Background: an optimization exercise with open tools, aiming at small area and a short achievable clock period. Do not read the settings as production practice. Only simulation tests tie the RTL to the original design; equivalence was not proved.

==> flow/design.v <==
module buck_cv_pi(clk_sample,rst,Vout_from_buck,Time_on);
input clk_sample;
input rst;                           
input [15:0] Vout_from_buck;
output [9:0] Time_on;
reg [40:0] A;
reg [15:0] vp;
reg rf;
wire [15:0] V = Vout_from_buck;
wire n0, n1;
ha_m un0(.a(V[0]), .b(vp[0]), .s(n0), .co(n1));
wire n2, n3;
ha_m un2(.a(V[1]), .b(vp[1]), .s(n2), .co(n3));
wire n4, n5;
ha_m un4(.a(V[2]), .b(vp[2]), .s(n4), .co(n5));
wire n6, n7;
ha_m un6(.a(V[3]), .b(vp[3]), .s(n6), .co(n7));
wire n8, n9;
ha_m un8(.a(V[4]), .b(vp[4]), .s(n8), .co(n9));
wire n10, n11;
ha_m un10(.a(V[5]), .b(vp[5]), .s(n10), .co(n11));
wire n12, n13;
ha_m un12(.a(V[6]), .b(vp[6]), .s(n12), .co(n13));
wire n14, n15;
ha_m un14(.a(V[7]), .b(vp[7]), .s(n14), .co(n15));
wire n16, n17;
ha_m un16(.a(V[8]), .b(vp[8]), .s(n16), .co(n17));
wire n18, n19;
ha_m un18(.a(V[9]), .b(vp[9]), .s(n18), .co(n19));
wire n20, n21;
ha_m un20(.a(V[10]), .b(vp[10]), .s(n20), .co(n21));
wire n22, n23;
ha_m un22(.a(V[11]), .b(vp[11]), .s(n22), .co(n23));
wire n24, n25;
ha_m un24(.a(V[12]), .b(vp[12]), .s(n24), .co(n25));
wire n26, n27;
ha_m un26(.a(V[13]), .b(vp[13]), .s(n26), .co(n27));
wire n28, n29;
ha_m un28(.a(V[14]), .b(vp[14]), .s(n28), .co(n29));
wire n30, n31;
ha_m un30(.a(V[15]), .b(vp[15]), .s(n30), .co(n31));
wire n32 = n3 | (n2 & n1);
wire n33 = n2 & n0;
wire n34 = n7 | (n6 & n5);
wire n35 = n6 & n4;
wire n36 = n11 | (n10 & n9);
wire n37 = n10 & n8;
wire n38 = n15 | (n14 & n13);
wire n39 = n14 & n12;
wire n40 = n19 | (n18 & n17);
wire n41 = n18 & n16;
wire n42 = n23 | (n22 & n21);
wire n43 = n22 & n20;
wire n44 = n27 | (n26 & n25);
wire n45 = n26 & n24;
wire n46 = n31 | (n30 & n29);
wire n47 = n30 & n28;
wire n48 = n34 | (n35 & n32);
wire n49 = n35 & n33;
wire n50 = n38 | (n39 & n36);
wire n51 = n39 & n37;
wire n52 = n42 | (n43 & n40);
wire n53 = n43 & n41;
wire n54 = n46 | (n47 & n44);
wire n55 = n47 & n45;
wire n56 = n50 | (n51 & n48);
wire n57 = n51 & n49;
wire n58 = n54 | (n55 & n52);
wire n59 = n55 & n53;
wire n60 = n58 | (n59 & n56);
wire n61 = n59 & n57;
wire n62 = n52 | (n53 & n56);
wire n63 = n53 & n57;
wire n64 = n36 | (n37 & n48);
wire n65 = n37 & n49;
wire n66 = n40 | (n41 & n56);
wire n67 = n41 & n57;
wire n68 = n44 | (n45 & n62);
wire n69 = n45 & n63;
wire n70 = n5 | (n4 & n32);
wire n71 = n4 & n33;
wire n72 = n9 | (n8 & n48);
wire n73 = n8 & n49;
wire n74 = n13 | (n12 & n64);
wire n75 = n12 & n65;
wire n76 = n17 | (n16 & n56);
wire n77 = n16 & n57;
wire n78 = n21 | (n20 & n66);
wire n79 = n20 & n67;
wire n80 = n25 | (n24 & n62);
wire n81 = n24 & n63;
wire n82 = n29 | (n28 & n68);
wire n83 = n28 & n69;
wire n84 = 1'b0 | (1'b0 & n60);
wire n85 = 1'b0 & n61;
wire n86 = n0 ^ 1'b0;
wire n87 = n2 ^ n1;
wire n88 = n4 ^ n32;
wire n89 = n6 ^ n70;
wire n90 = n8 ^ n48;
wire n91 = n10 ^ n72;
wire n92 = n12 ^ n64;
wire n93 = n14 ^ n74;
wire n94 = n16 ^ n56;
wire n95 = n18 ^ n76;
wire n96 = n20 ^ n66;
wire n97 = n22 ^ n78;
wire n98 = n24 ^ n62;
wire n99 = n26 ^ n80;
wire n100 = n28 ^ n68;
wire n101 = n30 ^ n82;
wire n102 = 1'b0 ^ n60;
wire [16:0] u = {n102, n101, n100, n99, n98, n97, n96, n95, n94, n93, n92, n91, n90, n89, n88, n87, n86};
wire n103, n104;
ha_m un103(.a(vp[0]), .b(~V[0]), .s(n103), .co(n104));
wire n105, n106;
ha_m un105(.a(vp[1]), .b(~V[1]), .s(n105), .co(n106));
wire n107, n108;
ha_m un107(.a(vp[2]), .b(~V[2]), .s(n107), .co(n108));
wire n109, n110;
ha_m un109(.a(vp[3]), .b(~V[3]), .s(n109), .co(n110));
wire n111, n112;
ha_m un111(.a(vp[4]), .b(~V[4]), .s(n111), .co(n112));
wire n113, n114;
ha_m un113(.a(vp[5]), .b(~V[5]), .s(n113), .co(n114));
wire n115, n116;
ha_m un115(.a(vp[6]), .b(~V[6]), .s(n115), .co(n116));
wire n117, n118;
ha_m un117(.a(vp[7]), .b(~V[7]), .s(n117), .co(n118));
wire n119, n120;
ha_m un119(.a(vp[8]), .b(~V[8]), .s(n119), .co(n120));
wire n121, n122;
ha_m un121(.a(vp[9]), .b(~V[9]), .s(n121), .co(n122));
wire n123, n124;
ha_m un123(.a(vp[10]), .b(~V[10]), .s(n123), .co(n124));
wire n125, n126;
ha_m un125(.a(vp[11]), .b(~V[11]), .s(n125), .co(n126));
wire n127, n128;
ha_m un127(.a(vp[12]), .b(~V[12]), .s(n127), .co(n128));
wire n129, n130;
ha_m un129(.a(vp[13]), .b(~V[13]), .s(n129), .co(n130));
wire n131, n132;
ha_m un131(.a(vp[14]), .b(~V[14]), .s(n131), .co(n132));
wire n133, n134;
ha_m un133(.a(vp[15]), .b(~V[15]), .s(n133), .co(n134));
wire n135 = n104 | (n103 & 1'b1);
wire n136 = n106 | (n105 & n135);
wire n137 = n105 & n103;
wire n138 = n110 | (n109 & n108);
wire n139 = n109 & n107;
wire n140 = n114 | (n113 & n112);
wire n141 = n113 & n111;
wire n142 = n118 | (n117 & n116);
wire n143 = n117 & n115;
wire n144 = n122 | (n121 & n120);
wire n145 = n121 & n119;
wire n146 = n126 | (n125 & n124);
wire n147 = n125 & n123;
wire n148 = n130 | (n129 & n128);
wire n149 = n129 & n127;
wire n150 = n134 | (n133 & n132);
wire n151 = n133 & n131;
wire n152 = n138 | (n139 & n136);
wire n153 = n139 & n137;
wire n154 = n142 | (n143 & n140);
wire n155 = n143 & n141;
wire n156 = n146 | (n147 & n144);
wire n157 = n147 & n145;
wire n158 = n150 | (n151 & n148);
wire n159 = n151 & n149;
wire n160 = n154 | (n155 & n152);
wire n161 = n155 & n153;
wire n162 = n158 | (n159 & n156);
wire n163 = n159 & n157;
wire n164 = n162 | (n163 & n160);
wire n165 = n163 & n161;
wire n166 = n156 | (n157 & n160);
wire n167 = n157 & n161;
wire n168 = n140 | (n141 & n152);
wire n169 = n141 & n153;
wire n170 = n144 | (n145 & n160);
wire n171 = n145 & n161;
wire n172 = n148 | (n149 & n166);
wire n173 = n149 & n167;
wire n174 = n108 | (n107 & n136);
wire n175 = n107 & n137;
wire n176 = n112 | (n111 & n152);
wire n177 = n111 & n153;
wire n178 = n116 | (n115 & n168);
wire n179 = n115 & n169;
wire n180 = n120 | (n119 & n160);
wire n181 = n119 & n161;
wire n182 = n124 | (n123 & n170);
wire n183 = n123 & n171;
wire n184 = n128 | (n127 & n166);
wire n185 = n127 & n167;
wire n186 = n132 | (n131 & n172);
wire n187 = n131 & n173;
wire n188 = 1'b0 | (1'b1 & n164);
wire n189 = 1'b1 & n165;
wire n190 = n103 ^ 1'b1;
wire n191 = n105 ^ n135;
wire n192 = n107 ^ n136;
wire n193 = n109 ^ n174;
wire n194 = n111 ^ n152;
wire n195 = n113 ^ n176;
wire n196 = n115 ^ n168;
wire n197 = n117 ^ n178;
wire n198 = n119 ^ n160;
wire n199 = n121 ^ n180;
wire n200 = n123 ^ n170;
wire n201 = n125 ^ n182;
wire n202 = n127 ^ n166;
wire n203 = n129 ^ n184;
wire n204 = n131 ^ n172;
wire n205 = n133 ^ n186;
wire n206 = 1'b1 ^ n164;
wire [16:0] v = {n206, n205, n204, n203, n202, n201, n200, n199, n198, n197, n196, n195, n194, n193, n192, n191, n190};
wire big = u > 17'd5000;
wire n207, n208;
fa_m un207(.a(u[0]), .b(u[1]), .c(u[0]), .s(n207), .co(n208));
wire n209, n210;
fa_m un209(.a(u[1]), .b(u[2]), .c(n208), .s(n209), .co(n210));
wire n211, n212;
ha_m un211(.a(~A[2]), .b(m5[0]), .s(n211), .co(n212));
wire n213, n214;
fa_m un213(.a(n211), .b(u[2]), .c(u[3]), .s(n213), .co(n214));
wire n215, n216;
fa_m un215(.a(n210), .b(n213), .c(big), .s(n215), .co(n216));
wire n217, n218;
ha_m un217(.a(~A[3]), .b(m5[1]), .s(n217), .co(n218));
wire n219, n220;
fa_m un219(.a(n212), .b(n217), .c(u[3]), .s(n219), .co(n220));
wire n221, n222;
fa_m un221(.a(u[4]), .b(n214), .c(n219), .s(n221), .co(n222));
wire n223, n224;
fa_m un223(.a(~A[4]), .b(m5[2]), .c(n218), .s(n223), .co(n224));
wire n225, n226;
fa_m un225(.a(n223), .b(u[4]), .c(u[5]), .s(n225), .co(n226));
wire n227, n228;
fa_m un227(.a(n220), .b(n225), .c(n222), .s(n227), .co(n228));
wire n229, n230;
ha_m un229(.a(~A[5]), .b(n224), .s(n229), .co(n230));
wire n231, n232;
fa_m un231(.a(n229), .b(u[5]), .c(u[6]), .s(n231), .co(n232));
wire n233, n234;
fa_m un233(.a(n226), .b(n231), .c(~big), .s(n233), .co(n234));
wire n235, n236;
ha_m un235(.a(~A[6]), .b(n230), .s(n235), .co(n236));
wire n237, n238;
fa_m un237(.a(n235), .b(u[6]), .c(u[7]), .s(n237), .co(n238));
wire n239, n240;
fa_m un239(.a(n232), .b(n237), .c(big), .s(n239), .co(n240));
wire n241, n242;
fa_m un241(.a(~A[7]), .b(n236), .c(v[0]), .s(n241), .co(n242));
wire n243, n244;
fa_m un243(.a(u[8]), .b(u[7]), .c(n241), .s(n243), .co(n244));
wire n245, n246;
fa_m un245(.a(n238), .b(n243), .c(n240), .s(n245), .co(n246));
wire n247, n248;
fa_m un247(.a(~A[8]), .b(v[0]), .c(v[1]), .s(n247), .co(n248));
wire n249, n250;
fa_m un249(.a(u[8]), .b(u[9]), .c(n242), .s(n249), .co(n250));
wire n251, n252;
fa_m un251(.a(n247), .b(n244), .c(n249), .s(n251), .co(n252));
wire n253, n254;
ha_m un253(.a(~A[9]), .b(v[1]), .s(n253), .co(n254));
wire n255, n256;
fa_m un255(.a(v[2]), .b(n253), .c(u[9]), .s(n255), .co(n256));
wire n257, n258;
fa_m un257(.a(u[10]), .b(n248), .c(n250), .s(n257), .co(n258));
wire n259, n260;
fa_m un259(.a(n255), .b(~big), .c(n252), .s(n259), .co(n260));
wire n261, n262;
fa_m un261(.a(~A[10]), .b(v[2]), .c(n254), .s(n261), .co(n262));
wire n263, n264;
fa_m un263(.a(v[3]), .b(u[10]), .c(u[11]), .s(n263), .co(n264));
wire n265, n266;
fa_m un265(.a(n261), .b(n256), .c(n263), .s(n265), .co(n266));
wire n267, n268;
fa_m un267(.a(big), .b(n258), .c(n265), .s(n267), .co(n268));
wire n269, n270;
ha_m un269(.a(~A[11]), .b(v[3]), .s(n269), .co(n270));
wire n271, n272;
fa_m un271(.a(v[4]), .b(u[12]), .c(u[11]), .s(n271), .co(n272));
wire n273, n274;
fa_m un273(.a(n269), .b(n262), .c(n264), .s(n273), .co(n274));
wire n275, n276;
fa_m un275(.a(n271), .b(n266), .c(n273), .s(n275), .co(n276));
wire n277, n278;
fa_m un277(.a(~A[12]), .b(v[4]), .c(u[12]), .s(n277), .co(n278));
wire n279, n280;
fa_m un279(.a(v[5]), .b(n270), .c(u[13]), .s(n279), .co(n280));
wire n281, n282;
fa_m un281(.a(n277), .b(n272), .c(n279), .s(n281), .co(n282));
wire n283, n284;
fa_m un283(.a(big), .b(n274), .c(n281), .s(n283), .co(n284));
wire n285, n286;
fa_m un285(.a(~A[13]), .b(v[5]), .c(v[6]), .s(n285), .co(n286));
wire n287, n288;
fa_m un287(.a(u[13]), .b(u[14]), .c(n278), .s(n287), .co(n288));
wire n289, n290;
fa_m un289(.a(n280), .b(n285), .c(~big), .s(n289), .co(n290));
wire n291, n292;
fa_m un291(.a(n287), .b(n282), .c(n289), .s(n291), .co(n292));
wire n293, n294;
fa_m un293(.a(A[14]), .b(v[0]), .c(~v[6]), .s(n293), .co(n294));
wire n295, n296;
fa_m un295(.a(u[14]), .b(v[7]), .c(u[15]), .s(n295), .co(n296));
wire n297, n298;
fa_m un297(.a(n286), .b(~n293), .c(n288), .s(n297), .co(n298));
wire n299, n300;
fa_m un299(.a(n295), .b(n290), .c(n297), .s(n299), .co(n300));
wire n301, n302;
fa_m un301(.a(A[15]), .b(v[1]), .c(~u[16]), .s(n301), .co(n302));
wire n303, n304;
fa_m un303(.a(v[8]), .b(v[7]), .c(u[15]), .s(n303), .co(n304));
wire n305, n306;
fa_m un305(.a(n294), .b(n301), .c(~n296), .s(n305), .co(n306));
wire n307, n308;
fa_m un307(.a(~big), .b(n303), .c(n298), .s(n307), .co(n308));
wire n309, n310;
fa_m un309(.a(~n305), .b(n300), .c(n307), .s(n309), .co(n310));
wire n311 = A[16] ^ v[2];
wire n312 = A[16] | v[2];
wire n313, n314;
fa_m un313(.a(u[16]), .b(v[8]), .c(n311), .s(n313), .co(n314));
wire n315, n316;
fa_m un315(.a(v[9]), .b(~n302), .c(n313), .s(n315), .co(n316));
wire n317, n318;
fa_m un317(.a(~n304), .b(big), .c(n306), .s(n317), .co(n318));
wire n319, n320;
fa_m un319(.a(n315), .b(n308), .c(~n317), .s(n319), .co(n320));
wire n321, n322;
fa_m un321(.a(A[17]), .b(v[3]), .c(n312), .s(n321), .co(n322));
wire n323, n324;
fa_m un323(.a(v[9]), .b(v[10]), .c(~n321), .s(n323), .co(n324));
wire n325, n326;
fa_m un325(.a(n314), .b(n316), .c(n323), .s(n325), .co(n326));
wire n327, n328;
fa_m un327(.a(~n318), .b(n325), .c(n320), .s(n327), .co(n328));
wire n329 = A[18] ^ v[4];
wire n330 = A[18] | v[4];
wire n331, n332;
fa_m un331(.a(v[10]), .b(n329), .c(v[11]), .s(n331), .co(n332));
wire n333, n334;
fa_m un333(.a(~n322), .b(n331), .c(n324), .s(n333), .co(n334));
wire n335, n336;
fa_m un335(.a(n326), .b(n333), .c(n328), .s(n335), .co(n336));
wire n337 = A[19] ^ v[5];
wire n338 = A[19] | v[5];
wire n339, n340;
fa_m un339(.a(~n330), .b(v[12]), .c(v[11]), .s(n339), .co(n340));
wire n341, n342;
fa_m un341(.a(n337), .b(n332), .c(n339), .s(n341), .co(n342));
wire n343, n344;
fa_m un343(.a(n341), .b(n334), .c(n336), .s(n343), .co(n344));
wire n345 = A[20] ^ v[6];
wire n346 = A[20] | v[6];
wire n347, n348;
fa_m un347(.a(v[12]), .b(~n338), .c(v[13]), .s(n347), .co(n348));
wire n349, n350;
fa_m un349(.a(n345), .b(n340), .c(n347), .s(n349), .co(n350));
wire n351, n352;
fa_m un351(.a(n342), .b(n349), .c(n344), .s(n351), .co(n352));
wire n353 = A[21] ^ v[7];
wire n354 = A[21] | v[7];
wire n355, n356;
fa_m un355(.a(~n346), .b(v[13]), .c(v[14]), .s(n355), .co(n356));
wire n357, n358;
fa_m un357(.a(n353), .b(~big), .c(n348), .s(n357), .co(n358));
wire n359, n360;
fa_m un359(.a(n355), .b(n350), .c(n357), .s(n359), .co(n360));
wire n361 = A[22] ^ v[8];
wire n362 = A[22] | v[8];
wire n363, n364;
fa_m un363(.a(v[14]), .b(n361), .c(~n354), .s(n363), .co(n364));
wire n365, n366;
fa_m un365(.a(v[15]), .b(n356), .c(n363), .s(n365), .co(n366));
wire n367, n368;
fa_m un367(.a(n358), .b(n365), .c(n360), .s(n367), .co(n368));
wire n369, n370;
fa_m un369(.a(A[23]), .b(v[9]), .c(v[16]), .s(n369), .co(n370));
wire n371, n372;
fa_m un371(.a(n362), .b(~v[15]), .c(n369), .s(n371), .co(n372));
wire n373, n374;
fa_m un373(.a(n364), .b(~n371), .c(n366), .s(n373), .co(n374));
wire n375, n376;
fa_m un375(.a(A[24]), .b(v[10]), .c(v[16]), .s(n375), .co(n376));
wire n377, n378;
fa_m un377(.a(n370), .b(n375), .c(n372), .s(n377), .co(n378));
wire n379 = A[25] ^ v[11];
wire n380 = A[25] | v[11];
wire n381, n382;
fa_m un381(.a(n376), .b(~n379), .c(n378), .s(n381), .co(n382));
wire n383 = A[26] ^ v[12];
wire n384 = A[26] | v[12];
wire n385, n386;
fa_m un385(.a(~n383), .b(n380), .c(n382), .s(n385), .co(n386));
wire n387 = A[27] ^ v[13];
wire n388 = A[27] | v[13];
wire n389, n390;
fa_m un389(.a(n384), .b(~n387), .c(n386), .s(n389), .co(n390));
wire n391 = A[28] ^ v[14];
wire n392 = A[28] | v[14];
wire n393, n394;
fa_m un393(.a(n388), .b(~n391), .c(n390), .s(n393), .co(n394));
wire n395 = A[29] ^ v[15];
wire n396 = A[29] | v[15];
wire n397, n398;
fa_m un397(.a(n392), .b(~n395), .c(n394), .s(n397), .co(n398));
wire n399, n400;
fa_m un399(.a(A[30]), .b(~v[16]), .c(n396), .s(n399), .co(n400));
wire n401 = A[31] ^ n400;
wire n402 = A[31] | n400;
wire n403 = A[32] ^ n402;
wire n404 = A[32] | n402;
wire n405 = A[33] ^ n404;
wire n406 = A[33] | n404;
wire n407 = A[34] ^ n406;
wire n408 = A[34] | n406;
wire n409 = A[35] ^ n408;
wire n410 = A[35] | n408;
wire n411 = A[36] ^ n410;
wire n412 = A[36] | n410;
wire n413 = A[37] ^ n412;
wire n414 = A[37] | n412;
wire n415 = A[38] ^ n414;
wire n416 = A[38] | n414;
wire n417 = A[39] ^ n416;
wire n418 = A[39] | n416;
wire n419 = A[40] ^ n418;
wire n420 = A[40] | n418;
wire n421, n422;
ha_m un421(.a(big), .b(~n207), .s(n421), .co(n422));
wire n423, n424;
ha_m un423(.a(big), .b(~n209), .s(n423), .co(n424));
wire n425 = n216 ^ n221;
wire n426 = n216 | n221;
wire n427, n428;
ha_m un427(.a(big), .b(~n227), .s(n427), .co(n428));
wire n429 = n228 ^ n233;
wire n430 = n228 | n233;
wire n431 = n234 ^ n239;
wire n432 = n234 | n239;
wire n433 = n246 ^ n251;
wire n434 = n246 | n251;
wire n435 = n257 ^ n259;
wire n436 = n257 | n259;
wire n437 = n260 ^ n267;
wire n438 = n260 | n267;
wire n439 = n268 ^ n275;
wire n440 = n268 | n275;
wire n441 = n276 ^ n283;
wire n442 = n276 | n283;
wire n443 = n284 ^ n291;
wire n444 = n284 | n291;
wire n445 = n292 ^ n299;
wire n446 = n292 | n299;
wire n447 = n310 ^ n319;
wire n448 = n310 | n319;
wire n449 = n352 ^ n359;
wire n450 = n352 | n359;
wire n451 = n368 ^ n373;
wire n452 = n368 | n373;
wire n453, n454;
ha_m un453(.a(~n374), .b(n377), .s(n453), .co(n454));
wire n455, n456;
ha_m un455(.a(n398), .b(n399), .s(n455), .co(n456));
wire n457 = n422 | (n421 & 1'b1);
wire n458 = n424 | (n423 & n457);
wire n459 = n423 & n421;
wire n460 = ~n426 | (n425 & 1'b0);
wire n461 = n425 & ~n215;
wire n462 = ~n430 | (n429 & n428);
wire n463 = n429 & n427;
wire n464 = 1'b0 | (~n245 & ~n432);
wire n465 = ~n245 & n431;
wire n466 = ~n436 | (n435 & ~n434);
wire n467 = n435 & n433;
wire n468 = ~n440 | (n439 & ~n438);
wire n469 = n439 & n437;
wire n470 = ~n444 | (n443 & ~n442);
wire n471 = n443 & n441;
wire n472 = 1'b0 | (~n309 & ~n446);
wire n473 = ~n309 & n445;
wire n474 = 1'b0 | (~n327 & ~n448);
wire n475 = ~n327 & n447;
wire n476 = 1'b0 | (~n343 & 1'b0);
wire n477 = ~n343 & ~n335;
wire n478 = ~n450 | (n449 & 1'b0);
wire n479 = n449 & ~n351;
wire n480 = ~n452 | (n451 & 1'b0);
wire n481 = n451 & ~n367;
wire n482 = 1'b0 | (n381 & n454);
wire n483 = n381 & n453;
wire n484 = 1'b0 | (n389 & 1'b0);
wire n485 = n389 & n385;
wire n486 = 1'b0 | (n397 & 1'b0);
wire n487 = n397 & n393;
wire n488 = 1'b0 | (~n401 & n456);
wire n489 = ~n401 & n455;
wire n490 = 1'b0 | (~n405 & 1'b0);
wire n491 = ~n405 & ~n403;
wire n492 = 1'b0 | (~n409 & 1'b0);
wire n493 = ~n409 & ~n407;
wire n494 = 1'b0 | (~n413 & 1'b0);
wire n495 = ~n413 & ~n411;
wire n496 = 1'b0 | (~n417 & 1'b0);
wire n497 = ~n417 & ~n415;
wire n498 = n460 | (n461 & n458);
wire n499 = n461 & n459;
wire n500 = n464 | (n465 & n462);
wire n501 = n465 & n463;
wire n502 = n468 | (n469 & n466);
wire n503 = n469 & n467;
wire n504 = n472 | (n473 & n470);
wire n505 = n473 & n471;
wire n506 = n476 | (n477 & n474);
wire n507 = n477 & n475;
wire n508 = n480 | (n481 & n478);
wire n509 = n481 & n479;
wire n510 = n484 | (n485 & n482);
wire n511 = n485 & n483;
wire n512 = n488 | (n489 & n486);
wire n513 = n489 & n487;
wire n514 = n492 | (n493 & n490);
wire n515 = n493 & n491;
wire n516 = n496 | (n497 & n494);
wire n517 = n497 & n495;
wire n518 = n500 | (n501 & n498);
wire n519 = n501 & n499;
wire n520 = n504 | (n505 & n502);
wire n521 = n505 & n503;
wire n522 = n508 | (n509 & n506);
wire n523 = n509 & n507;
wire n524 = n512 | (n513 & n510);
wire n525 = n513 & n511;
wire n526 = n516 | (n517 & n514);
wire n527 = n517 & n515;
wire n528 = n520 | (n521 & n518);
wire n529 = n521 & n519;
wire n530 = n524 | (n525 & n522);
wire n531 = n525 & n523;
wire n532 = n530 | (n531 & n528);
wire n533 = n531 & n529;
wire n534 = n522 | (n523 & n528);
wire n535 = n523 & n529;
wire n536 = n526 | (n527 & n532);
wire n537 = n527 & n533;
wire n538 = n502 | (n503 & n518);
wire n539 = n503 & n519;
wire n540 = n506 | (n507 & n528);
wire n541 = n507 & n529;
wire n542 = n510 | (n511 & n534);
wire n543 = n511 & n535;
wire n544 = n514 | (n515 & n532);
wire n545 = n515 & n533;
wire n546 = n462 | (n463 & n498);
wire n547 = n463 & n499;
wire n548 = n466 | (n467 & n518);
wire n549 = n467 & n519;
wire n550 = n470 | (n471 & n538);
wire n551 = n471 & n539;
wire n552 = n474 | (n475 & n528);
wire n553 = n475 & n529;
wire n554 = n478 | (n479 & n540);
wire n555 = n479 & n541;
wire n556 = n482 | (n483 & n534);
wire n557 = n483 & n535;
wire n558 = n486 | (n487 & n542);
wire n559 = n487 & n543;
wire n560 = n490 | (n491 & n532);
wire n561 = n491 & n533;
wire n562 = n494 | (n495 & n544);
wire n563 = n495 & n545;
wire n564 = 1'b0 | (~n215 & n458);
wire n565 = ~n215 & n459;
wire n566 = n428 | (n427 & n498);
wire n567 = n427 & n499;
wire n568 = ~n432 | (n431 & n546);
wire n569 = n431 & n547;
wire n570 = ~n434 | (n433 & n518);
wire n571 = n433 & n519;
wire n572 = ~n438 | (n437 & n548);
wire n573 = n437 & n549;
wire n574 = ~n442 | (n441 & n538);
wire n575 = n441 & n539;
wire n576 = ~n446 | (n445 & n550);
wire n577 = n445 & n551;
wire n578 = ~n448 | (n447 & n528);
wire n579 = n447 & n529;
wire n580 = 1'b0 | (~n335 & n552);
wire n581 = ~n335 & n553;
wire n582 = 1'b0 | (~n351 & n540);
wire n583 = ~n351 & n541;
wire n584 = 1'b0 | (~n367 & n554);
wire n585 = ~n367 & n555;
wire n586 = n454 | (n453 & n534);
wire n587 = n453 & n535;
wire n588 = 1'b0 | (n385 & n556);
wire n589 = n385 & n557;
wire n590 = 1'b0 | (n393 & n542);
wire n591 = n393 & n543;
wire n592 = n456 | (n455 & n558);
wire n593 = n455 & n559;
wire n594 = 1'b0 | (~n403 & n532);
wire n595 = ~n403 & n533;
wire n596 = 1'b0 | (~n407 & n560);
wire n597 = ~n407 & n561;
wire n598 = 1'b0 | (~n411 & n544);
wire n599 = ~n411 & n545;
wire n600 = 1'b0 | (~n415 & n562);
wire n601 = ~n415 & n563;
wire n602 = 1'b0 | (~n419 & n536);
wire n603 = ~n419 & n537;
wire n604 = n421 ^ 1'b1;
wire n605 = n423 ^ n457;
wire n606 = ~n215 ^ n458;
wire n607 = n425 ^ n564;
wire n608 = n427 ^ n498;
wire n609 = n429 ^ n566;
wire n610 = n431 ^ n546;
wire n611 = ~n245 ^ n568;
wire n612 = n433 ^ n518;
wire n613 = n435 ^ n570;
wire n614 = n437 ^ n548;
wire n615 = n439 ^ n572;
wire n616 = n441 ^ n538;
wire n617 = n443 ^ n574;
wire n618 = n445 ^ n550;
wire n619 = ~n309 ^ n576;
wire n620 = n447 ^ n528;
wire n621 = ~n327 ^ n578;
wire n622 = ~n335 ^ n552;
wire n623 = ~n343 ^ n580;
wire n624 = ~n351 ^ n540;
wire n625 = n449 ^ n582;
wire n626 = ~n367 ^ n554;
wire n627 = n451 ^ n584;
wire n628 = n453 ^ n534;
wire n629 = n381 ^ n586;
wire n630 = n385 ^ n556;
wire n631 = n389 ^ n588;
wire n632 = n393 ^ n542;
wire n633 = n397 ^ n590;
wire n634 = n455 ^ n558;
wire n635 = ~n401 ^ n592;
wire n636 = ~n403 ^ n532;
wire n637 = ~n405 ^ n594;
wire n638 = ~n407 ^ n560;
wire n639 = ~n409 ^ n596;
wire n640 = ~n411 ^ n544;
wire n641 = ~n413 ^ n598;
wire n642 = ~n415 ^ n562;
wire n643 = ~n417 ^ n600;
wire n644 = ~n419 ^ n536;
wire [40:0] S = {n644, n643, n642, n641, n640, n639, n638, n637, n636, n635, n634, n633, n632, n631, n630, n629, n628, n627, n626, n625, n624, n623, n622, n621, n620, n619, n618, n617, n616, n615, n614, n613, n612, n611, n610, n609, n608, n607, n606, n605, n604};
wire n645, n646;
fa_m un645(.a(A[5]), .b(A[9]), .c(A[13]), .s(n645), .co(n646));
wire n647, n648;
fa_m un647(.a(A[17]), .b(A[21]), .c(A[25]), .s(n647), .co(n648));
wire n649, n650;
fa_m un649(.a(A[29]), .b(A[33]), .c(A[37]), .s(n649), .co(n650));
wire n651, n652;
fa_m un651(.a(n645), .b(n647), .c(n649), .s(n651), .co(n652));
wire n653, n654;
fa_m un653(.a(A[6]), .b(A[10]), .c(A[14]), .s(n653), .co(n654));
wire n655, n656;
fa_m un655(.a(A[18]), .b(A[22]), .c(A[26]), .s(n655), .co(n656));
wire n657, n658;
fa_m un657(.a(A[30]), .b(A[34]), .c(A[38]), .s(n657), .co(n658));
wire n659, n660;
fa_m un659(.a(n646), .b(n648), .c(n650), .s(n659), .co(n660));
wire n661, n662;
fa_m un661(.a(n653), .b(n655), .c(n657), .s(n661), .co(n662));
wire n663, n664;
fa_m un663(.a(n652), .b(n659), .c(n661), .s(n663), .co(n664));
wire n665, n666;
fa_m un665(.a(A[7]), .b(A[11]), .c(A[15]), .s(n665), .co(n666));
wire n667, n668;
fa_m un667(.a(A[19]), .b(A[23]), .c(A[27]), .s(n667), .co(n668));
wire n669, n670;
fa_m un669(.a(A[31]), .b(A[35]), .c(A[39]), .s(n669), .co(n670));
wire n671, n672;
fa_m un671(.a(n654), .b(n656), .c(n658), .s(n671), .co(n672));
wire n673, n674;
fa_m un673(.a(n665), .b(n667), .c(n669), .s(n673), .co(n674));
wire n675, n676;
fa_m un675(.a(n660), .b(n662), .c(n671), .s(n675), .co(n676));
wire n677, n678;
fa_m un677(.a(n673), .b(n664), .c(n675), .s(n677), .co(n678));
wire n679, n680;
fa_m un679(.a(A[8]), .b(A[12]), .c(A[16]), .s(n679), .co(n680));
wire n681, n682;
fa_m un681(.a(A[20]), .b(A[24]), .c(A[28]), .s(n681), .co(n682));
wire n683, n684;
fa_m un683(.a(A[32]), .b(A[36]), .c(A[40]), .s(n683), .co(n684));
wire n685, n686;
fa_m un685(.a(n666), .b(n668), .c(n670), .s(n685), .co(n686));
wire n687, n688;
fa_m un687(.a(n679), .b(n681), .c(n683), .s(n687), .co(n688));
wire n689, n690;
fa_m un689(.a(n672), .b(n674), .c(n685), .s(n689), .co(n690));
wire n691, n692;
fa_m un691(.a(n687), .b(n676), .c(n689), .s(n691), .co(n692));
wire n693, n694;
fa_m un693(.a(n680), .b(n682), .c(n684), .s(n693), .co(n694));
wire n695, n696;
fa_m un695(.a(n686), .b(n688), .c(n693), .s(n695), .co(n696));
wire n697, n698;
fa_m un697(.a(n651), .b(n690), .c(n695), .s(n697), .co(n698));
wire n699, n700;
fa_m un699(.a(n694), .b(n696), .c(n663), .s(n699), .co(n700));
wire n701, n702;
ha_m un701(.a(n692), .b(n697), .s(n701), .co(n702));
wire n703, n704;
fa_m un703(.a(n698), .b(n699), .c(n702), .s(n703), .co(n704));
wire n705, n706;
fa_m un705(.a(n677), .b(n700), .c(n704), .s(n705), .co(n706));
wire n707, n708;
fa_m un707(.a(n678), .b(n691), .c(n706), .s(n707), .co(n708));
wire [4:0] rs = {n708, n707, n705, n703, n701};
wire [3:0] rho;
localparam [31:0] RHO_T0 = 32'b10010101010101010010101010101010;
assign rho[0] = RHO_T0[rs];
localparam [31:0] RHO_T1 = 32'b00100110011001100100110011001100;
assign rho[1] = RHO_T1[rs];
localparam [31:0] RHO_T2 = 32'b00111000011110000111000011110000;
assign rho[2] = RHO_T2[rs];
localparam [31:0] RHO_T3 = 32'b00111111100000000111111100000000;
assign rho[3] = RHO_T3[rs];
wire [2:0] m5;
localparam [127:0] M5_T0 = 128'b00000000010100101001010010100101001010010100101001010010100101001010010100101001010010100101001010010100101001010010100101001010;
assign m5[0] = M5_T0[{rho, A[4:2]}];
localparam [127:0] M5_T1 = 128'b00000000011000110001100011000110001100011000110001100011000110001100011000110001100011000110001100011000110001100011000110001100;
assign m5[1] = M5_T1[{rho, A[4:2]}];
localparam [127:0] M5_T2 = 128'b00000000100001000010000100001000010000100001000010000100001000010000100001000010000100001000010000100001000010000100001000010000;
assign m5[2] = M5_T2[{rho, A[4:2]}];
wire [4:0] dm24;
localparam [127:0] DM24_T0 = 128'b00000000111110000011111000001111100000111110000011111000001111100000111110000011111000001111100000111110000011111000001111100000;
assign dm24[0] = DM24_T0[{rho, A[4:2]}];
localparam [127:0] DM24_T1 = 128'b00000000111111111100000000001111111111000000000011111111110000000000111111111100000000001111111111000000000011111111110000000000;
assign dm24[1] = DM24_T1[{rho, A[4:2]}];
localparam [127:0] DM24_T2 = 128'b00000000111111111111111111110000000000000000000011111111111111111111000000000000000000001111111111111111111100000000000000000000;
assign dm24[2] = DM24_T2[{rho, A[4:2]}];
localparam [127:0] DM24_T3 = 128'b00000000000000000000000000000000000000000000000011111111111111111111111111111111111111110000000000000000000000000000000000000000;
assign dm24[3] = DM24_T3[{rho, A[4:2]}];
localparam [127:0] DM24_T4 = 128'b00000000111111111111111111111111111111111111111100000000000000000000000000000000000000000000000000000000000000000000000000000000;
assign dm24[4] = DM24_T4[{rho, A[4:2]}];
wire [0:0] hs;
localparam [31:0] HS_T0 = 32'b01110111101110111101110111101110;
assign hs[0] = HS_T0[A[40:36]];
wire [33:0] cc;
localparam [31:0] CC_T0 = 32'b01010011001010010100010010100100;
assign cc[0] = CC_T0[A[40:36]];
localparam [31:0] CC_T1 = 32'b01000111000110001100000110001100;
assign cc[1] = CC_T1[A[40:36]];
localparam [31:0] CC_T2 = 32'b01100100001010101000010011001000;
assign cc[2] = CC_T2[A[40:36]];
localparam [31:0] CC_T3 = 32'b00100011000110011001110001000100;
assign cc[3] = CC_T3[A[40:36]];
localparam [31:0] CC_T4 = 32'b01000101100100010001010101100110;
assign cc[4] = CC_T4[A[40:36]];
localparam [31:0] CC_T5 = 32'b00100011001100110101000100100010;
assign cc[5] = CC_T5[A[40:36]];
localparam [31:0] CC_T6 = 32'b00010111000010110000110100001110;
assign cc[6] = CC_T6[A[40:36]];
localparam [31:0] CC_T7 = 32'b00000000101110110000000011101110;
assign cc[7] = CC_T7[A[40:36]];
localparam [31:0] CC_T8 = 32'b00000000000000001101110111101110;
assign cc[8] = CC_T8[A[40:36]];
localparam [31:0] CC_T9 = 32'b01010010100100101001010010100100;
assign cc[9] = CC_T9[A[40:36]];
localparam [31:0] CC_T10 = 32'b01100011000110001100010100101000;
assign cc[10] = CC_T10[A[40:36]];
localparam [31:0] CC_T11 = 32'b01110100000110110000010111000000;
assign cc[11] = CC_T11[A[40:36]];
localparam [31:0] CC_T12 = 32'b00100101001100101001000101001010;
assign cc[12] = CC_T12[A[40:36]];
localparam [31:0] CC_T13 = 32'b01000110001000110001100110001100;
assign cc[13] = CC_T13[A[40:36]];
localparam [31:0] CC_T14 = 32'b00100010101010101000100010101010;
assign cc[14] = CC_T14[A[40:36]];
localparam [31:0] CC_T15 = 32'b01000100100010001100110011001100;
assign cc[15] = CC_T15[A[40:36]];
localparam [31:0] CC_T16 = 32'b01110000101100001101000011100000;
assign cc[16] = CC_T16[A[40:36]];
localparam [31:0] CC_T17 = 32'b01110111000000001101110100000000;
assign cc[17] = CC_T17[A[40:36]];
localparam [31:0] CC_T18 = 32'b01110111101110110000000000000000;
assign cc[18] = CC_T18[A[40:36]];
localparam [31:0] CC_T19 = 32'b00100101001010010100100101001010;
assign cc[19] = CC_T19[A[40:36]];
localparam [31:0] CC_T20 = 32'b00010100101000110001100011000110;
assign cc[20] = CC_T20[A[40:36]];
localparam [31:0] CC_T21 = 32'b00000011101000001101100000101110;
assign cc[21] = CC_T21[A[40:36]];
localparam [31:0] CC_T22 = 32'b01010010100010010100110010100100;
assign cc[22] = CC_T22[A[40:36]];
localparam [31:0] CC_T23 = 32'b00110001100110001100010001100010;
assign cc[23] = CC_T23[A[40:36]];
localparam [31:0] CC_T24 = 32'b01010101000100010101010101000100;
assign cc[24] = CC_T24[A[40:36]];
localparam [31:0] CC_T25 = 32'b00110011001100110001000100100010;
assign cc[25] = CC_T25[A[40:36]];
localparam [31:0] CC_T26 = 32'b00000111000010110000110100001110;
assign cc[26] = CC_T26[A[40:36]];
localparam [31:0] CC_T27 = 32'b00000000101110110000000011101110;
assign cc[27] = CC_T27[A[40:36]];
localparam [31:0] CC_T28 = 32'b00000000000000001101110111101110;
assign cc[28] = CC_T28[A[40:36]];
localparam [31:0] CC_T29 = 32'b01010010100100101001010010100100;
assign cc[29] = CC_T29[A[40:36]];
localparam [31:0] CC_T30 = 32'b01100011000110001100010100101000;
assign cc[30] = CC_T30[A[40:36]];
localparam [31:0] CC_T31 = 32'b01110100000110110000010111000000;
assign cc[31] = CC_T31[A[40:36]];
localparam [31:0] CC_T32 = 32'b00100101001100101001000101001010;
assign cc[32] = CC_T32[A[40:36]];
localparam [31:0] CC_T33 = 32'b01000110001000110001100110001100;
assign cc[33] = CC_T33[A[40:36]];
wire [9:0] k30;
localparam [31:0] K30_T0 = 32'b00000000000000000000000000000000;
assign k30[0] = K30_T0[A[40:36]];
localparam [31:0] K30_T1 = 32'b01011010110100101001011010110100;
assign k30[1] = K30_T1[A[40:36]];
localparam [31:0] K30_T2 = 32'b00111001110011100111000110001100;
assign k30[2] = K30_T2[A[40:36]];
localparam [31:0] K30_T3 = 32'b00000111110000011111000001111100;
assign k30[3] = K30_T3[A[40:36]];
localparam [31:0] K30_T4 = 32'b11111111110000000000111111111100;
assign k30[4] = K30_T4[A[40:36]];
localparam [31:0] K30_T5 = 32'b01011010111011010110100101001000;
assign k30[5] = K30_T5[A[40:36]];
localparam [31:0] K30_T6 = 32'b10011100111100011000111001110000;
assign k30[6] = K30_T6[A[40:36]];
localparam [31:0] K30_T7 = 32'b11100000111111100000111110000000;
assign k30[7] = K30_T7[A[40:36]];
localparam [31:0] K30_T8 = 32'b00000000111111111111000000000000;
assign k30[8] = K30_T8[A[40:36]];
localparam [31:0] K30_T9 = 32'b11111111000000000000000000000000;
assign k30[9] = K30_T9[A[40:36]];
wire [4:0] th0;
localparam [31:0] TH0_T0 = 32'b10100110110100101000100101001000;
assign th0[0] = TH0_T0[A[40:36]];
localparam [31:0] TH0_T1 = 32'b10011110001100011000011100111000;
assign th0[1] = TH0_T1[A[40:36]];
localparam [31:0] TH0_T2 = 32'b01111110000011111000000011111000;
assign th0[2] = TH0_T2[A[40:36]];
localparam [31:0] TH0_T3 = 32'b00000001111111111000000000000111;
assign th0[3] = TH0_T3[A[40:36]];
localparam [31:0] TH0_T4 = 32'b00000000000000000111111111111111;
assign th0[4] = TH0_T4[A[40:36]];
wire [4:0] th1;
localparam [31:0] TH1_T0 = 32'b01011011001011010110011010110100;
assign th1[0] = TH1_T0[A[40:36]];
localparam [31:0] TH1_T1 = 32'b11000111000111001110000110001100;
assign th1[1] = TH1_T1[A[40:36]];
localparam [31:0] TH1_T2 = 32'b00111111000000111110000001111100;
assign th1[2] = TH1_T2[A[40:36]];
localparam [31:0] TH1_T3 = 32'b00000000111111111110000000000011;
assign th1[3] = TH1_T3[A[40:36]];
localparam [31:0] TH1_T4 = 32'b00000000000000000001111111111111;
assign th1[4] = TH1_T4[A[40:36]];
wire gx0 = A[2] & 1'b1;
wire gy0 = A[2] | 1'b1;
wire ge1 = cc[0] ? gx0 : gy0;
wire gx1 = A[3] & ge1;
wire gy1 = A[3] | ge1;
wire ge2 = cc[1] ? gx1 : gy1;
wire gx2 = A[4] & ge2;
wire gy2 = A[4] | ge2;
wire ge3 = cc[2] ? gx2 : gy2;
wire gx3 = A[5] & ge3;
wire gy3 = A[5] | ge3;
wire ge4 = cc[3] ? gx3 : gy3;
wire gx4 = A[6] & ge4;
wire gy4 = A[6] | ge4;
wire ge5 = cc[4] ? gx4 : gy4;
wire gx5 = A[7] & ge5;
wire gy5 = A[7] | ge5;
wire ge6 = cc[5] ? gx5 : gy5;
wire gx6 = A[8] & ge6;
wire gy6 = A[8] | ge6;
wire ge7 = cc[6] ? gx6 : gy6;
wire gx7 = A[9] & ge7;
wire gy7 = A[9] | ge7;
wire ge8 = cc[7] ? gx7 : gy7;
wire gx8 = A[10] & ge8;
wire gy8 = A[10] | ge8;
wire ge9 = cc[8] ? gx8 : gy8;
wire gx9 = A[11] & ge9;
wire gy9 = A[11] | ge9;
wire ge10 = cc[9] ? gx9 : gy9;
wire gx10 = A[12] & ge10;
wire gy10 = A[12] | ge10;
wire ge11 = cc[10] ? gx10 : gy10;
wire gx11 = A[13] & ge11;
wire gy11 = A[13] | ge11;
wire ge12 = cc[11] ? gx11 : gy11;
wire gx12 = A[14] & ge12;
wire gy12 = A[14] | ge12;
wire ge13 = cc[12] ? gx12 : gy12;
wire gx13 = A[15] & ge13;
wire gy13 = A[15] | ge13;
wire ge14 = cc[13] ? gx13 : gy13;
wire gx14 = A[16] & ge14;
wire gy14 = A[16] | ge14;
wire ge15 = cc[14] ? gx14 : gy14;
wire gx15 = A[17] & ge15;
wire gy15 = A[17] | ge15;
wire ge16 = cc[15] ? gx15 : gy15;
wire gx16 = A[18] & ge16;
wire gy16 = A[18] | ge16;
wire ge17 = cc[16] ? gx16 : gy16;
wire gx17 = A[19] & ge17;
wire gy17 = A[19] | ge17;
wire ge18 = cc[17] ? gx17 : gy17;
wire gx18 = A[20] & ge18;
wire gy18 = A[20] | ge18;
wire ge19 = cc[18] ? gx18 : gy18;
wire gx19 = A[21] & ge19;
wire gy19 = A[21] | ge19;
wire ge20 = cc[19] ? gx19 : gy19;
wire gx20 = A[22] & ge20;
wire gy20 = A[22] | ge20;
wire ge21 = cc[20] ? gx20 : gy20;
wire gx21 = A[23] & ge21;
wire gy21 = A[23] | ge21;
wire ge22 = cc[21] ? gx21 : gy21;
wire gx22 = A[24] & ge22;
wire gy22 = A[24] | ge22;
wire ge23 = cc[22] ? gx22 : gy22;
wire gx23 = A[25] & ge23;
wire gy23 = A[25] | ge23;
wire ge24 = cc[23] ? gx23 : gy23;
wire gx24 = A[26] & ge24;
wire gy24 = A[26] | ge24;
wire ge25 = cc[24] ? gx24 : gy24;
wire gx25 = A[27] & ge25;
wire gy25 = A[27] | ge25;
wire ge26 = cc[25] ? gx25 : gy25;
wire gx26 = A[28] & ge26;
wire gy26 = A[28] | ge26;
wire ge27 = cc[26] ? gx26 : gy26;
wire gx27 = A[29] & ge27;
wire gy27 = A[29] | ge27;
wire ge28 = cc[27] ? gx27 : gy27;
wire gx28 = A[30] & ge28;
wire gy28 = A[30] | ge28;
wire ge29 = cc[28] ? gx28 : gy28;
wire gx29 = A[31] & ge29;
wire gy29 = A[31] | ge29;
wire ge30 = cc[29] ? gx29 : gy29;
wire gx30 = A[32] & ge30;
wire gy30 = A[32] | ge30;
wire ge31 = cc[30] ? gx30 : gy30;
wire gx31 = A[33] & ge31;
wire gy31 = A[33] | ge31;
wire ge32 = cc[31] ? gx31 : gy31;
wire gx32 = A[34] & ge32;
wire gy32 = A[34] | ge32;
wire ge33 = cc[32] ? gx32 : gy32;
wire gx33 = A[35] & ge33;
wire gy33 = A[35] | ge33;
wire ge = cc[33] ? gx33 : gy33;
wire g = hs[0] & ge;
wire t = dm24 >= (g ? th1 : th0);
wire n709, n710;
fa_m un709(.a(~A[5]), .b(k30[0]), .c(rho[0]), .s(n709), .co(n710));
wire n711, n712;
fa_m un711(.a(~A[6]), .b(k30[1]), .c(rho[1]), .s(n711), .co(n712));
wire n713, n714;
fa_m un713(.a(n710), .b(n711), .c(g), .s(n713), .co(n714));
wire n715, n716;
fa_m un715(.a(~A[7]), .b(k30[2]), .c(rho[2]), .s(n715), .co(n716));
wire n717, n718;
fa_m un717(.a(n712), .b(n715), .c(g), .s(n717), .co(n718));
wire n719, n720;
fa_m un719(.a(~A[8]), .b(k30[3]), .c(rho[3]), .s(n719), .co(n720));
wire n721, n722;
fa_m un721(.a(n716), .b(n719), .c(g), .s(n721), .co(n722));
wire n723, n724;
ha_m un723(.a(A[9]), .b(A[5]), .s(n723), .co(n724));
wire n725, n726;
fa_m un725(.a(~n723), .b(k30[4]), .c(rho[0]), .s(n725), .co(n726));
wire n727, n728;
fa_m un727(.a(n720), .b(n725), .c(g), .s(n727), .co(n728));
wire n729, n730;
fa_m un729(.a(A[10]), .b(A[6]), .c(n724), .s(n729), .co(n730));
wire n731, n732;
fa_m un731(.a(~n729), .b(k30[5]), .c(rho[1]), .s(n731), .co(n732));
wire n733, n734;
fa_m un733(.a(n726), .b(n731), .c(n728), .s(n733), .co(n734));
wire n735, n736;
fa_m un735(.a(A[11]), .b(A[7]), .c(n730), .s(n735), .co(n736));
wire n737, n738;
fa_m un737(.a(k30[6]), .b(~n735), .c(rho[2]), .s(n737), .co(n738));
wire n739, n740;
fa_m un739(.a(n732), .b(n737), .c(n734), .s(n739), .co(n740));
wire n741, n742;
fa_m un741(.a(A[12]), .b(A[8]), .c(~k30[7]), .s(n741), .co(n742));
wire n743, n744;
fa_m un743(.a(n736), .b(n741), .c(~rho[3]), .s(n743), .co(n744));
wire n745, n746;
fa_m un745(.a(n738), .b(~n743), .c(n740), .s(n745), .co(n746));
wire n747, n748;
ha_m un747(.a(A[13]), .b(A[9]), .s(n747), .co(n748));
wire n749, n750;
fa_m un749(.a(A[5]), .b(n747), .c(~k30[8]), .s(n749), .co(n750));
wire n751, n752;
fa_m un751(.a(n742), .b(n749), .c(~rho[0]), .s(n751), .co(n752));
wire n753, n754;
fa_m un753(.a(n744), .b(n751), .c(~n746), .s(n753), .co(n754));
wire n755, n756;
fa_m un755(.a(A[14]), .b(A[10]), .c(A[6]), .s(n755), .co(n756));
wire n757, n758;
fa_m un757(.a(n748), .b(n755), .c(~k30[9]), .s(n757), .co(n758));
wire n759, n760;
fa_m un759(.a(n750), .b(n757), .c(~rho[1]), .s(n759), .co(n760));
wire n761, n762;
fa_m un761(.a(n752), .b(n759), .c(n754), .s(n761), .co(n762));
wire n763, n764;
ha_m un763(.a(t), .b(n709), .s(n763), .co(n764));
wire n765, n766;
ha_m un765(.a(n714), .b(n717), .s(n765), .co(n766));
wire n767, n768;
ha_m un767(.a(n718), .b(n721), .s(n767), .co(n768));
wire n769, n770;
ha_m un769(.a(n722), .b(n727), .s(n769), .co(n770));
wire n771 = n764 | (n763 & 1'b1);
wire n772 = 1'b0 | (n713 & n771);
wire n773 = n713 & n763;
wire n774 = n768 | (n767 & n766);
wire n775 = n767 & n765;
wire n776 = 1'b0 | (n733 & n770);
wire n777 = n733 & n769;
wire n778 = 1'b0 | (n745 & 1'b0);
wire n779 = n745 & n739;
wire n780 = 1'b0 | (~n761 & 1'b0);
wire n781 = ~n761 & ~n753;
wire n782 = n774 | (n775 & n772);
wire n783 = n775 & n773;
wire n784 = n778 | (n779 & n776);
wire n785 = n779 & n777;
wire n786 = n784 | (n785 & n782);
wire n787 = n785 & n783;
wire n788 = n776 | (n777 & n782);
wire n789 = n777 & n783;
wire n790 = n780 | (n781 & n786);
wire n791 = n781 & n787;
wire n792 = n766 | (n765 & n772);
wire n793 = n765 & n773;
wire n794 = n770 | (n769 & n782);
wire n795 = n769 & n783;
wire n796 = 1'b0 | (n739 & n788);
wire n797 = n739 & n789;
wire n798 = 1'b0 | (~n753 & n786);
wire n799 = ~n753 & n787;
wire n800 = n763 ^ 1'b1;
wire n801 = n713 ^ n771;
wire n802 = n765 ^ n772;
wire n803 = n767 ^ n792;
wire n804 = n769 ^ n782;
wire n805 = n733 ^ n794;
wire n806 = n739 ^ n788;
wire n807 = n745 ^ n796;
wire n808 = ~n753 ^ n786;
wire n809 = ~n761 ^ n798;
wire [9:0] T = {n809, n808, n807, n806, n805, n804, n803, n802, n801, n800};
assign Time_on = rf ? 10'd200 : T;
always @(posedge clk_sample) begin
  if (rst) begin
    A  <= 41'd0;
    vp <= 16'd2500;
    rf <= 1'b1;
  end else begin
    A  <= S;
    vp <= V;
    rf <= 1'b0;
  end
end
endmodule
module fa_m(input a, input b, input c, output s, output co);
assign s = a ^ b ^ c;
assign co = (a & b) | (a & c) | (b & c);
endmodule
module ha_m(input a, input b, output s, output co);
assign s = a ^ b;
assign co = a & b;
endmodule
==> flow/run.sh <==
#!/bin/bash
# synth_recipe.tcl (not shown) runs the flow's synth.tcl, then flattens the netlist and writes it again
# the make line also repeats each setting of config.mk as NAME=value (left out here)
make -C /OpenROAD-flow-scripts/flow DESIGN_CONFIG=/design/flow/config.mk WORK_HOME=/design/flow/orfs CLKGATE_MAP_FILE= SYNTH_SCRIPT=/design/flow/synth_recipe.tcl finish
==> flow/config.mk <==
export PLATFORM = sky130hd
export DESIGN_NAME = buck_cv_pi
export DESIGN_NICKNAME = buck_cv_pi
export VERILOG_FILES = /design/flow/design.v
export SDC_FILE = /design/flow/constraint.sdc
export NUM_CORES = 4
export LEC_CHECK = 0
export ABC_AREA = 1
export CAP_MARGIN = 20
export CORE_MARGIN = 2
export CORE_UTILIZATION = 70
export PLACE_DENSITY = 0.75
export SLEW_MARGIN = 20
export SYNTH_HIERARCHICAL = 1
==> flow/constraint.sdc <==
create_clock -name core_clock -period 175.0 [get_ports {clk_sample}]
set_input_delay 35.0000 -clock core_clock [delete_from_list [all_inputs] [get_ports {clk_sample}]]
set_output_delay 35.0000 -clock core_clock [all_outputs]
set_load 0.01 [all_outputs]
==> out/qor.yml <==
job:
  cap_violations: 0
yosys:
  ys_seq_elements: 56
  syn-num-nets: 1651
  syn_avg_cell_area_um2: 7.73
  synth_top_area_cell: "fa_1"
  async_flop_share_pct: 0
  ys_seq_area_share_pct: 10.7
  synth_ff_type: "dfxtp_1"
  yosys-top-cells-area: "fa_1, ha_1, dfxtp_1"
  synth_edf_count: 0
  synth_cell_types: 62
  netlist_instances: 1349
  yosysWarnings: 7
  syn_area_um2: 10400
  synth_top_area_share_pct: 27.4
run_status:
  status: "complete, no violations"
die:
  coreArea_um2: 14500
  std_cell_rows: 44
  die_h_um: 126
  pin_count: 28
  die_area_um2: 15900
  initial_core_util_pct: 71.8
  die_w_um: 126
routing:
  firstDrtPassIters: 6
  routed_wl_um: 27100
  wl_per_cell_um: 17.6
  vias: 9158
  viasPerCell: 5.94
  drc: 0
  ant_nets: 0
  drt_iter0_markers: 1069
timing:
  fin_tns_setup_ns: 0
  fin_crit_sh_pct: 25.6
  finalSetupViolations: 0
  clock.fmax_mhz: 22.3
  postLayoutSetupSlackWorst_ns: 130.20
  period_needed_ns: 44.80
  hold_viol_final: 0
  finClkSkew_ns: 0.00451
  worstMarginPinSlew_ns: 1.19
  maxSlewViolCount: 0
  relSlewSlack_pct: 19.6
  rsz0062_at_grt: "false"
global_routing:
  grt_pass1_wl_um: 44400
  grt_pass1_vias: 9188
  grt_usage_pct: 34.9
  antenna_found_initial: 0
  grt_max_degree: 51
  grt_overflow: 0
place:
  pre_cts_ws_ns: 130.65
  io_buffers: 27
  dp_hpwl_um: 22100
  place.gp.congestion: 1.01
hold_path:
  holdCritStartpoint: "A[35]"
  hold_class: "flop to flop"
  hold_path_end: "A[35]"
  whs_path_depth: 4
setup_path:
  worstPathArrival_ns: 9.80
  crit_start: "A[37]"
  worstPathRequired_ns: 140.00
  critPathBufInv: 4
  critPathMaxFanout: 21
  crit_type: "flop to output port"
  r2r_start: "A[37]"
  cp_slowest_stage_delay_ns: 0.86
  reg2reg_to: "A[39]"
  critPathTopFamily: "adder cells"
  reg2regPathDepth: 49
  cp_common_cell: "fa_1"
  slowest_stage: "dfxtp_1"
  regToRegSetupSlack_ns: 162.66
  cp-end-kind: "output port"
  cp-start-kind: "flop"
layout:
  drive_gt1_share_pct: 3.54
  multi_input_area_um2: 8130
  regArea_um2: 1120
  syn2layout_area_growth_pct: 5.16
  layout.nets: 1658
  antennaDiodeCount: 0
  fin_util_pct: 75.5
  fill_cells: 1116
clocking:
  htree_num_levels: 2
  cts_resized: 0
  cts_sinks: 56
  cts_buffers: 5
  clkLatencyLatePin_ns: 0.30
  clk_pin_slew_ns: 0.08
  cts_setup_buffers: 0
  cts_tree: "built"
  root_buffer: "clkbuf_16"
  clk_path_buf_depth: 2
  cts_hold_buf: 0
[logic make-up after synthesis]
family,Yosys count,synth area share [%]
fa+ha+maj,284,44.4
buf+inv,299,11.3
compound gates,227,13.0
xor+xnor,31,2.60
flops,56,10.7
simple gates,451,17.9
other cells,1,0.0359
[sequential cells by signal (all words and copies together) (netlist names)]
name and cells:
A 39, vp 16, rf 1
[tightest hold or removal path: cells and delay by family, from the launching register on]
| family | cells | cell delay (ns) |
|---|---|---|
| flops | 1 | 0.37 |
| fa+ha+maj | 1 | 0.16 |
| buf+inv | 1 | 0.08 |
| xor+xnor | 1 | 0.07 |
| simple gates | 1 | 0.07 |
[final cells by class]
type | count | share of cell area [%]
flip-flops and latches | 56 | 10.2
well taps | 184 | 2.10
clock inverters | 3 | 0.388
repair buffers | 35 | 2.97
multi-input cells | 994 | 74.1
inverters | 264 | 9.10
clock buffers | 5 | 1.14
[routing by layer]
metal / wire length (um) / up-vias / global-route usage, %
met1: 10900 / 4316 / 45.5
met5: 0 / - / 0
met4: 1040 / 0 / 13.5
li1: - / 4314 / -
met3: 1860 / 84 / 3.57
met2: 13300 / 444 / 60.4
[cell usage in the layout, fill, tap and decap left out, drive strengths merged, types with 2 or more instances in the layout]
| cell type | Yosys | routed |
|---|---|---|
| or2 | 9 | 9 |
| a21oi | 74 | 74 |
| xnor2 | 23 | 23 |
| a221oi | 4 | 4 |
| o21a | 3 | 3 |
| nand4 | 2 | 2 |
| fa | 143 | 143 |
| nor4 | 2 | 2 |
| a31o | 3 | 3 |
| a311oi | 2 | 2 |
| and3 | 3 | 3 |
| o22ai | 15 | 15 |
| nand2 | 227 | 227 |
| o21ai | 81 | 81 |
| nor2 | 144 | 144 |
| o311ai | 5 | 5 |
| a22oi | 6 | 6 |
| ha | 141 | 141 |
| inv | 262 | 262 |
| clkinv | 2 | 3 |
| o211ai | 9 | 9 |
| a22o | 3 | 3 |
| a32oi | 4 | 4 |
| o21bai | 4 | 4 |
| o31ai | 3 | 3 |
| nor3 | 11 | 11 |
| a31oi | 6 | 6 |
| buf | 12 | 9 |
| nand3 | 51 | 51 |
| dfxtp | 56 | 56 |
| xor2 | 8 | 8 |
| clkbuf | 23 | 5 |
| clkdlybuf4s50 | 0 | 26 |
[per-module statistics from Yosys (local to each module, per instance)]
module	copies in the design	cells inside	area, um2	flops+latches
buck_cv_pi	1	1163	7080	56
fa_m	136	1	20.0	0
ha_m	50	1	12.5	0
[synth_stat cells, types with 2 or more instances]
| cell | instances |
|---|---|
| o21a_1 | 3 |
| xnor2_1 | 23 |
| a22o_1 | 3 |
| a31o_2 | 3 |
| xor2_1 | 8 |
| buf_4 | 3 |
| a22oi_1 | 6 |
| a221oi_1 | 4 |
| a31oi_1 | 6 |
| or2_2 | 6 |
| nor3_1 | 10 |
| inv_2 | 2 |
| a311oi_1 | 2 |
| and3_1 | 3 |
| a21oi_2 | 2 |
| nand3_2 | 3 |
| o21ai_1 | 5 |
| o21bai_1 | 2 |
| inv_1 | 259 |
| a32oi_1 | 4 |
| o31ai_1 | 3 |
| o211ai_1 | 8 |
| nand2_1 | 223 |
| o22ai_1 | 14 |
| o21bai_2 | 2 |
| buf_2 | 3 |
| nand4_1 | 2 |
| clkbuf_1 | 22 |
| buf_6 | 5 |
| fa_1 | 143 |
| o311ai_0 | 5 |
| nand2_2 | 3 |
| a21oi_1 | 72 |
| ha_1 | 141 |
| nor2_1 | 143 |
| nand3_1 | 48 |
| o21ai_0 | 75 |
| dfxtp_1 | 56 |
[stage by stage]
stage               hold slack (ns)  cell area [um2]  instances
floorplan                     0.688            10400       1349
global placement              0.745            10800       1533
detailed placement            0.766            10800       1533
CTS                           0.790            11000       1541
global route                  0.806            11000       1541
finish                        0.788            11000       1541
[worst max-delay path by stage]
stage | slack [ns] | depth (start not counted) | endpoint
2_1_floorplan | 132.30 | 39 | Time_on[9]
3_3_place_gp | 130.86 | 39 | Time_on[9]
3_5_place_dp | 130.65 | 39 | Time_on[9]
4_1_cts | 130.31 | 39 | Time_on[9]
5_1_grt | 129.43 | 86 | Time_on[9]
6_report | 130.20 | 39 | Time_on[9]

-- port drivers added, routing unchanged --
Ports are ideal in the flow. The routed layout listed here was re-timed in OpenROAD. Step 1, drivers: a clkbuf_16 drives clk_sample and a buf_2 each remaining input, both assumed. Step 2 moves the port delays by t, midway between the first and last clock arrival at a register: inputs arrive t later, outputs are due t later. That takes back most of the time a late clock gives input paths. Slacks: no drivers / after step 1 / after step 2; pairs: no drivers / after step 1.
t (ns): 0.343
slack for setup (ns): 130.197 / 130.157 / 130.500
worst data-port slew with drivers (ns): 0.05
After both steps setup and hold are still met in this run. The setup slack of this run moves by -0.040 ns with the drivers and by +0.303 ns with both steps.
